This is an optimization exercise on Yosys and OpenROAD, whose aim is small area, not a production implementation.
Function not checked in this run: the RTL went through the layout flow alone.
Power figures rest on the tool's default switching activity, not on a simulated workload.

==> flow/design.v <==
module c_xor2  (input a, b, output y); assign y = a ^ b;     endmodule
module c_xnor2 (input a, b, output y); assign y = ~(a ^ b);  endmodule
module c_and2  (input a, b, output y); assign y = a & b;     endmodule
module c_nand2 (input a, b, output y); assign y = ~(a & b);  endmodule
module c_nor2  (input a, b, output y); assign y = ~(a | b);  endmodule
module c_aoi21 (input a1, a2, b1, output y); assign y = ~((a1 & a2) | b1); endmodule
module c_aoi222 (input a1, a2, b1, b2, c1, c2, output y);
    assign y = ~((a1 & a2) | (b1 & b2) | (c1 & c2));
endmodule
module alu (
    input  [15:0] a,
    input  [15:0] b,
    input         sub,       
    input         s_sum,     
    input         s_g,       
    input         s_p,       
    input         s_ltu,     
    input         ld,        
    input  [15:0] ld_data,
    output [15:0] sum,
    output [15:0] wd,        
    output [15:0] wd2,       
    output        eq         
);
    wire [15:0] t, p, g, rn, ln;
    wire [16:0] c;           
    assign c[0] = sub;
    genvar k;
    generate
        for (k = 0; k < 16; k = k + 1) begin : bit_
            c_xor2  u_t (.a(b[k]), .b(sub), .y(t[k]));
            c_xor2  u_p (.a(a[k]), .b(t[k]), .y(p[k]));
            if (k % 2 == 0) begin : ev
                c_and2  u_g (.a(a[k]), .b(t[k]), .y(g[k]));
                c_aoi21 u_c (.a1(p[k]), .a2(c[k]), .b1(g[k]), .y(c[k+1]));
                c_xor2  u_s (.a(p[k]), .b(c[k]), .y(sum[k]));
            end else begin : od
                wire gn;   
                c_nor2  u_gn (.a(a[k]), .b(t[k]), .y(gn));
                c_nor2  u_g  (.a(p[k]), .b(gn), .y(g[k]));
                c_aoi21 u_c  (.a1(p[k]), .a2(c[k]), .b1(gn), .y(c[k+1]));
                c_xnor2 u_s  (.a(p[k]), .b(c[k]), .y(sum[k]));
            end
            c_aoi222 u_r (.a1(s_sum), .a2(sum[k]), .b1(s_g), .b2(g[k]),
                          .c1(s_p), .c2(p[k]), .y(rn[k]));
            c_nand2 u_l (.a(ld), .b(ld_data[k]), .y(ln[k]));
            if (k == 0) begin : b0
                wire ltn;
                assign ltn = ~(s_ltu & ~c[16]);
                assign wd[k]  = ~(rn[k] & ln[k] & ltn);
                assign wd2[k] = ~(rn[k] & ln[k] & ltn);
            end else begin : bn
                c_nand2 u_w  (.a(rn[k]), .b(ln[k]), .y(wd[k]));
                c_nand2 u_w2 (.a(rn[k]), .b(ln[k]), .y(wd2[k]));
            end
        end
    endgenerate
    assign eq = ~|p;
endmodule
module rf_aoi222 (
    input  a1, a2, b1, b2, c1, c2,
    output y
);
    assign y = ~((a1 & a2) | (b1 & b2) | (c1 & c2));
endmodule
module rf_nand2 (
    input  a, b,
    output y
);
    assign y = ~(a & b);
endmodule
module rf_read_bit (
    input  [31:0] sel,
    input  [31:0] d,
    output        y
);
    wire [11:0] n;
    genvar g;
    generate
        for (g = 0; g < 10; g = g + 1) begin : grp
            rf_aoi222 u (.a1(sel[3*g]),   .a2(d[3*g]),
                         .b1(sel[3*g+1]), .b2(d[3*g+1]),
                         .c1(sel[3*g+2]), .c2(d[3*g+2]), .y(n[g]));
        end
    endgenerate
    rf_nand2 u_30 (.a(sel[30]), .b(d[30]), .y(n[10]));
    rf_nand2 u_31 (.a(sel[31]), .b(d[31]), .y(n[11]));
    assign y = ~&n;
endmodule
module rf_read_bit31 (
    input  [31:1] sel,
    input  [31:1] d,
    output        y
);
    wire [10:0] n;
    genvar g;
    generate
        for (g = 0; g < 10; g = g + 1) begin : grp
            rf_aoi222 u (.a1(sel[3*g+1]), .a2(d[3*g+1]),
                         .b1(sel[3*g+2]), .b2(d[3*g+2]),
                         .c1(sel[3*g+3]), .c2(d[3*g+3]), .y(n[g]));
        end
    endgenerate
    rf_nand2 u_31 (.a(sel[31]), .b(d[31]), .y(n[10]));
    assign y = ~&n;
endmodule
module pc_add (
    input  [15:1] pc,
    input  [15:1] offs,
    output [15:1] sum
);
    wire [15:1] p, g;
    wire [16:1] c;           
    assign c[1] = 1'b0;
    genvar k;
    generate
        for (k = 1; k < 16; k = k + 1) begin : bit_
            c_xor2 u_p (.a(pc[k]), .b(offs[k]), .y(p[k]));
            if (k == 1) begin : first
                c_nand2 u_c (.a(pc[k]), .b(offs[k]), .y(c[k+1]));
                assign sum[k] = p[k];
            end else if (k % 2 == 1) begin : od
                c_and2  u_g (.a(pc[k]), .b(offs[k]), .y(g[k]));
                c_aoi21 u_c (.a1(p[k]), .a2(c[k]), .b1(g[k]), .y(c[k+1]));
                c_xor2  u_s (.a(p[k]), .b(c[k]), .y(sum[k]));
            end else begin : ev
                wire gn;
                c_nor2  u_gn (.a(pc[k]), .b(offs[k]), .y(gn));
                c_aoi21 u_c  (.a1(p[k]), .a2(c[k]), .b1(gn), .y(c[k+1]));
                c_xnor2 u_s  (.a(p[k]), .b(c[k]), .y(sum[k]));
            end
        end
    endgenerate
endmodule
module rv16_core (
    input         clk,
    input         rst,
    output [15:0] imem_addr,
    input  [31:0] imem_rdata,
    output [15:0] dmem_addr,
    output [15:0] dmem_wdata,
    output        dmem_we,
    output        dmem_re,
    input  [15:0] dmem_rdata
);
    wire [31:0] i = imem_rdata;
    wire [4:0]  rd  = i[11:7];
    wire [2:0]  f3  = i[14:12];
    wire [4:0]  rs1 = i[19:15];
    wire [4:0]  rs2 = i[24:20];
    wire op_r   = i[6:0] == 7'b0110011;
    wire op_i   = i[6:0] == 7'b0010011;
    wire op_ld  = i[6:0] == 7'b0000011;
    wire op_st  = i[6:0] == 7'b0100011;
    wire op_br  = i[6:0] == 7'b1100011;
    wire op_jal = i[6:0] == 7'b1101111;
    wire jal_p = i[2];                       
    wire rb_p  = (i[5] & i[4]) | (i[6] & ~i[2]);   
    wire s_p   = i[5];                       
    wire ri_p  = i[4];                       
    wire ld_p  = ~i[4] & ~i[2];              
    reg  [15:1] pc;
    reg  [15:0] rf [1:31];
    wire [15:0] a, b;
    wire [31:1] sel_a0, sel_a1, sel_b0, sel_b1, we0, we1;
    wire [3:0] lo_a_n, lo_b_n, lo_w_n;
    wire [7:0] hi_a_n, hi_b_n, hi_w_n;
    wire       wen;
    genvar gk, gj;
    generate
        for (gk = 0; gk < 4; gk = gk + 1) begin : pdl
            assign lo_a_n[gk] = ~(rs1[1:0] == gk);
            assign lo_b_n[gk] = ~(rs2[1:0] == gk);
            assign lo_w_n[gk] = ~(rd[1:0] == gk);
        end
        for (gk = 0; gk < 8; gk = gk + 1) begin : pdh
            assign hi_a_n[gk] = ~(rs1[4:2] == gk && !jal_p);
            assign hi_b_n[gk] = ~(rs2[4:2] == gk);
            assign hi_w_n[gk] = ~(rd[4:2] == gk && wen);
        end
        for (gk = 1; gk < 32; gk = gk + 1) begin : dec
            c_nor2 ua0 (.a(hi_a_n[gk/4]), .b(lo_a_n[gk%4]), .y(sel_a0[gk]));
            c_nor2 ua1 (.a(hi_a_n[gk/4]), .b(lo_a_n[gk%4]), .y(sel_a1[gk]));
            c_nor2 ub0 (.a(hi_b_n[gk/4]), .b(lo_b_n[gk%4]), .y(sel_b0[gk]));
            c_nor2 ub1 (.a(hi_b_n[gk/4]), .b(lo_b_n[gk%4]), .y(sel_b1[gk]));
            c_nor2 uw0 (.a(hi_w_n[gk/4]), .b(lo_w_n[gk%4]), .y(we0[gk]));
            c_nor2 uw1 (.a(hi_w_n[gk/4]), .b(lo_w_n[gk%4]), .y(we1[gk]));
        end
        for (gj = 0; gj < 16; gj = gj + 1) begin : rbit
            wire [31:0] col_a, col_b;
            assign col_a[0] = 1'b0;
            assign col_b[0] = 1'b0;
            for (gk = 1; gk < 32; gk = gk + 1) begin : c
                assign col_a[gk] = rf[gk][gj];
                assign col_b[gk] = rf[gk][gj];
            end
            wire [31:0] da = {col_a[31:1], gj == 0 ? 1'b0 : pc[gj]};
            wire [31:0] sa = {gj < 8 ? sel_a0 : sel_a1, jal_p};
            rf_read_bit ua (.sel(sa), .d(da), .y(a[gj]));
            rf_read_bit31 ub (.sel(gj < 8 ? sel_b0 : sel_b1), .d(col_b[31:1]), .y(b[gj]));
        end
    endgenerate
    wire [15:0] imm_i = {{4{i[31]}}, i[31:20]};
    wire [15:0] imm_s = {{4{i[31]}}, i[31:25], i[11:7]};
    wire [15:0] imm_b = {{4{i[31]}}, i[7], i[30:25], i[11:8], 1'b0};
    wire [15:0] imm_j = {i[15:12], i[20], i[30:21], 1'b0};
    wire [15:0] opb = jal_p ? 16'd4 :
                      rb_p  ? b :
                      s_p   ? imm_s : imm_i;
    wire        arith = op_r | op_i;
    wire        sub   = ri_p & f3[0] & ~f3[1];
    wire [15:0] sum, wd, wd2;
    wire        eq;
    wire        nl = ~ld_p;
    alu u_alu (
        .a(a), .b(opb), .sub(sub),
        .s_sum(nl & (jal_p | (f3[2:1] == 2'b00))),
        .s_g  (nl & !jal_p && (f3 == 3'd2 || f3 == 3'd3)),
        .s_p  (nl & !jal_p && (f3 == 3'd3 || f3 == 3'd4)),
        .s_ltu(nl & !jal_p && f3 == 3'd5),
        .ld(ld_p), .ld_data(dmem_rdata),
        .sum(sum), .wd(wd), .wd2(wd2), .eq(eq)
    );
    wire        taken  = op_jal | (op_br & (eq ^ f3[0]));
    wire [15:1] offs   = taken ? (jal_p ? imm_j[15:1] : imm_b[15:1]) : 15'd2;
    wire [15:1] pc_nxt;
    pc_add u_pc_add (.pc(pc), .offs(offs), .sum(pc_nxt));
    assign      wen = (arith | op_ld | op_jal) & ~rst;
    integer k;
    always @(posedge clk) begin
        for (k = 1; k < 32; k = k + 1) begin
            if (we0[k]) rf[k][7:0]  <= k < 16 ? wd[7:0]  : wd2[7:0];
            if (we1[k]) rf[k][15:8] <= k < 16 ? wd[15:8] : wd2[15:8];
        end
        pc <= rst ? 15'd0 : pc_nxt;
    end
    assign imem_addr  = {pc, 1'b0};
    assign dmem_addr  = sum;
    assign dmem_wdata = b;
    assign dmem_we    = op_st;
    assign dmem_re    = op_ld;
endmodule
==> flow/flow/run.sh <==
#!/bin/bash
# The standard layout, with the smallest buffer on the ports.
set -euo pipefail
bash standard.sh BUFFER_PORTS_ARGS="-buffer_cell sky130_fd_sc_hd__buf_1" finish > make.log 2>&1
==> flow/constraint.sdc <==
create_clock -name core_clock -period 11.0 [get_ports {clk}]
set_input_delay 2.2000 -clock core_clock [delete_from_list [all_inputs] [get_ports {clk}]]
set_output_delay 2.2000 -clock core_clock [all_outputs]
set_load 0.01 [all_outputs]
==> flow/standard.sh <==
#!/bin/bash
# synth_recipe.tcl (not shown) runs the flow's synth.tcl, then flattens the netlist and writes it again
# the make line also repeats each setting of config.mk as NAME=value (left out here)
make -C /OpenROAD-flow-scripts/flow DESIGN_CONFIG=/design/flow/config.mk WORK_HOME=/design/flow/orfs CLKGATE_MAP_FILE= SYNTH_SCRIPT=/design/flow/synth_recipe.tcl "${@:-finish}"
==> flow/config.mk <==
export PLATFORM = sky130hd
export DESIGN_NAME = rv16_core
export DESIGN_NICKNAME = rv16_core
export VERILOG_FILES = /design/flow/design.v
export SDC_FILE = /design/flow/constraint.sdc
export NUM_CORES = 4
export LEC_CHECK = 0
export CAP_MARGIN = 20
export CORE_MARGIN = 2
export CORE_UTILIZATION = 50
export CTS_CLUSTER_DIAMETER = 100
export CTS_CLUSTER_SIZE = 30
export SLEW_MARGIN = 20
export SYNTH_HIERARCHICAL = 1
export SYNTH_MINIMUM_KEEP_SIZE = 0
==> flow_summary.ini <==
[drt]
firstDrtPassIters = 13
routedWlPerCell_um = 39.3
first_iter_violations = 5809
post-route-drc-count = 0
routed_wl_mm = 91.5
ant_nets = 0
vias_per_cell = 7.87
via_count = 18300

[worst_hold_path]
hp-class = reg2reg
hold_depth = 2

[die]
die-width_um = 217
die_h_um = 217
num_rows = 78
initial_core_util_pct = 50.4
io_pins = 100
coreArea_um2 = 45100
die-area_um2 = 47100

[clock_network]
numCtsBuffers = 22
cts_tree = built
clockBufferDepth = 3
ctsRootBufferMaster = clkbuf_16
clk-insertion-delay-late_ps = 600
cts_num_sinks = 511
cts_hold_buffers = 0
cts_resized = 0
path_clk_slew_ps = 110
cts_setup_buffers = 0
htreeDepth = 1

[synth]
synth.top_cell.area_share_pct = 65.6
synth-seq-cells = 511
netlist_top_cells_area = edfxtp_1 (66%), a222oi_1 (15%), nor2_1 (3.6%)
yosysTopAreaCell = edfxtp_1
ys_seq_area_share_pct = 66.9
async_flop_share_pct = 0
avgSynthCellArea_um2 = 14.3
yosysMostFrequentCell = edfxtp_1
synth.distinct_cells = 46
synthCells = 1587
synth-edff-count = 496
synth_flop_cell = edfxtp_1
yosysWarnings = 8
synth_area_um2 = 22700
synth_commonest_cells = edfxtp_1 (496), a222oi_1 (336), nor2_1 (218)

[finish]
areaGrowthSynthToFinish_pct = 8.15
final.fill_count = 3780
multiInputGateArea_um2 = 7420
fin_nets = 1760
layout-drive-gt1-share_pct = 5.91
layout.area.seq_um2 = 15200
num_antenna_cells = 0

[timing]
min_period_ps = 10480
hold_viol = 0
rsz0062_at_grt = no
fin_ws_ps = 523
max_clock_freq_mhz = 95.5
drv_slew = 0
fin_setup_tns_ps = 0
fin_crit_sh_pct = 95.2
slew-limit-headroom_pct = 28.5
setup_viol = 0
skew_ps = 32.2
worst_slew_pin_slew_ps = 1070

[setup_path]
cpPeakStageDelay_ps = 660
start_kind = primary input
cp_slowest_cell = a222oi_1
crit_top_cell = a21oi_2
r2r_cells = 28
worstPathRequired_ps = 8800
crit_fanout = 10
cp-end-kind = output port
setup.worst_path.class = in2out
r2r_slack_ps = 3850
cp.arrival_ps = 8280

[placed_design]
pre_cts_slack_ps = 545
dp_hpwl_mm = 69.3
io_buffers = 98
gp_congestion = 1.04

[global_routing]
gr-usage-all-layers_pct = 38.0
antenna_found_initial = 0
grt_max_degree = 50
grt_pass1_vias = 16200
grt_pass1_wl_mm = 126
overflow = 0

[flow_run]
maxCapViolCount = 0

[power]
power_density_nw_per_um2 = 162
power_leakage_nw = 7.66
peakVddDrop_mv = 0.171
total_power_mw = 3.99

[run_status]
status = timing/DRC/antenna clean
## through the flow
stage	instances	utilization [%]	hold slack [ps]	instance area [um^2]
floorplan	1588	-	689	22700
global placement	2286	52.9	644	23900
detailed placement	2286	52.9	649	23900
CTS	2326	54.5	697	24600
global route	2326	54.5	716	24600
finish	2326	54.5	707	24600
## routing by layer
metal	routed length, um	track usage [%]
met5	0	0
met4	2700	8.54
met3	15100	9.27
met2	38100	54.9
met1	35700	58.3
## cell usage in the layout, fill, tap and decap left out, types with 2 or more instances in the layout
cell type / instances
nand2_1: 109
nor2_1: 218
and2_1: 16
edfxtp_1: 496
nor2b_1: 19
nor3_2: 8
nand2b_1: 6
or3_1: 34
clkbuf_1: 12
mux2i_1: 13
buf_4: 18
nor3_1: 2
conb_1: 2
or3b_2: 3
a222oi_1: 336
o21ai_0: 7
o21ai_1: 4
a21oi_1: 16
a21oi_2: 29
nor4_1: 5
a211oi_1: 4
xor2_1: 63
nor3b_1: 6
inv_8: 3
nand3_1: 33
nor3b_2: 3
buf_1: 97
xnor2_1: 15
clkbuf_16: 23
dfxtp_1: 15
nand2b_2: 2
nand3b_1: 6
or2_2: 4
nand4_1: 82
## power by group
part           total, mW  switching (mW)  internal [mW]
Combinational      0.664           0.536          0.128
Clock               1.02           0.611          0.409
Sequential          2.30         0.00372           2.30
Total               3.99            1.15           2.84
## logic make-up after synthesis
| group | Yosys count | share of synthesized area (%) |
|---|---|---|
| other | 1 | 0.0165 |
| flip-flops | 511 | 66.9 |
| buffers and inverters | 19 | 0.507 |
| multiplexers | 14 | 0.622 |
| AND/OR/NAND/NOR | 564 | 12.1 |
| AO/OA/AOI/OAI | 400 | 16.9 |
| XOR/XNOR | 78 | 3.01 |
## path summary, 6_finish.rpt
kind	from	to
min reg2reg	pc[1]	pc[1]
min	pc[1]	pc[1]
max reg2reg	rf[22][7]	pc[15]
max	imem_rdata[22]	dmem_addr[15]
## Yosys stat by module (local to each module, per instance), excerpt
module	cells	cell area, um^2	flip-flops and latches
c_aoi21	1	8.76	0
c_nand2	1	3.75	0
c_xor2	1	8.76	0
c_aoi222	1	10.0	0
rf_read_bit	4	25.0	0
c_and2	1	6.26	0
rf_aoi222	1	10.0	0
alu	8	52.6	0
rf_read_bit31	4	23.8	0
rf_nand2	1	3.75	0
c_xnor2	1	8.76	0
c_nor2	1	3.75	0
## worst max-delay path: cells and delay by family
family	cells	cell delay, ps
AO/OA/AOI/OAI	17	3050
buffers and inverters	2	580
AND/OR/NAND/NOR	4	1570
XOR/XNOR	3	850
## sequential cells by signal (all words and copies together) (netlist names)
register,cells
pc,15
rf,496
## layout make-up
class	count	share of cell area, %
clock buffer	35	2.53
clock inverter	5	0.285
inverter	1	0.0153
multi-input combinational	1058	30.2
sequential	511	61.9
tap	600	3.06
timing repair buffer	116	2.05

re-timing with driven ports:
No port has a modelled driver above. Below, the same layout with a new extraction and two added sets of constraints. Step 1, drivers: a clkbuf_16 drives clk and a buf_2 each remaining input, both assumed. Step 2 times the ports against the registers' clock, not the clock port: input delays grow and output delays shrink by t, the midpoint of the rising clock arrivals with the driver on. Three values: ideal, step 1, step 2; two values: the first two.
shift t [ns]: 0.642
slack for setup (ns): 0.523 / 0.497 / 0.497
worst setup path after step 2: input to output
After both steps this run still meets setup and hold. The setup slack of this run moves by -0.026 ns with the drivers and by -0.026 ns with both steps.
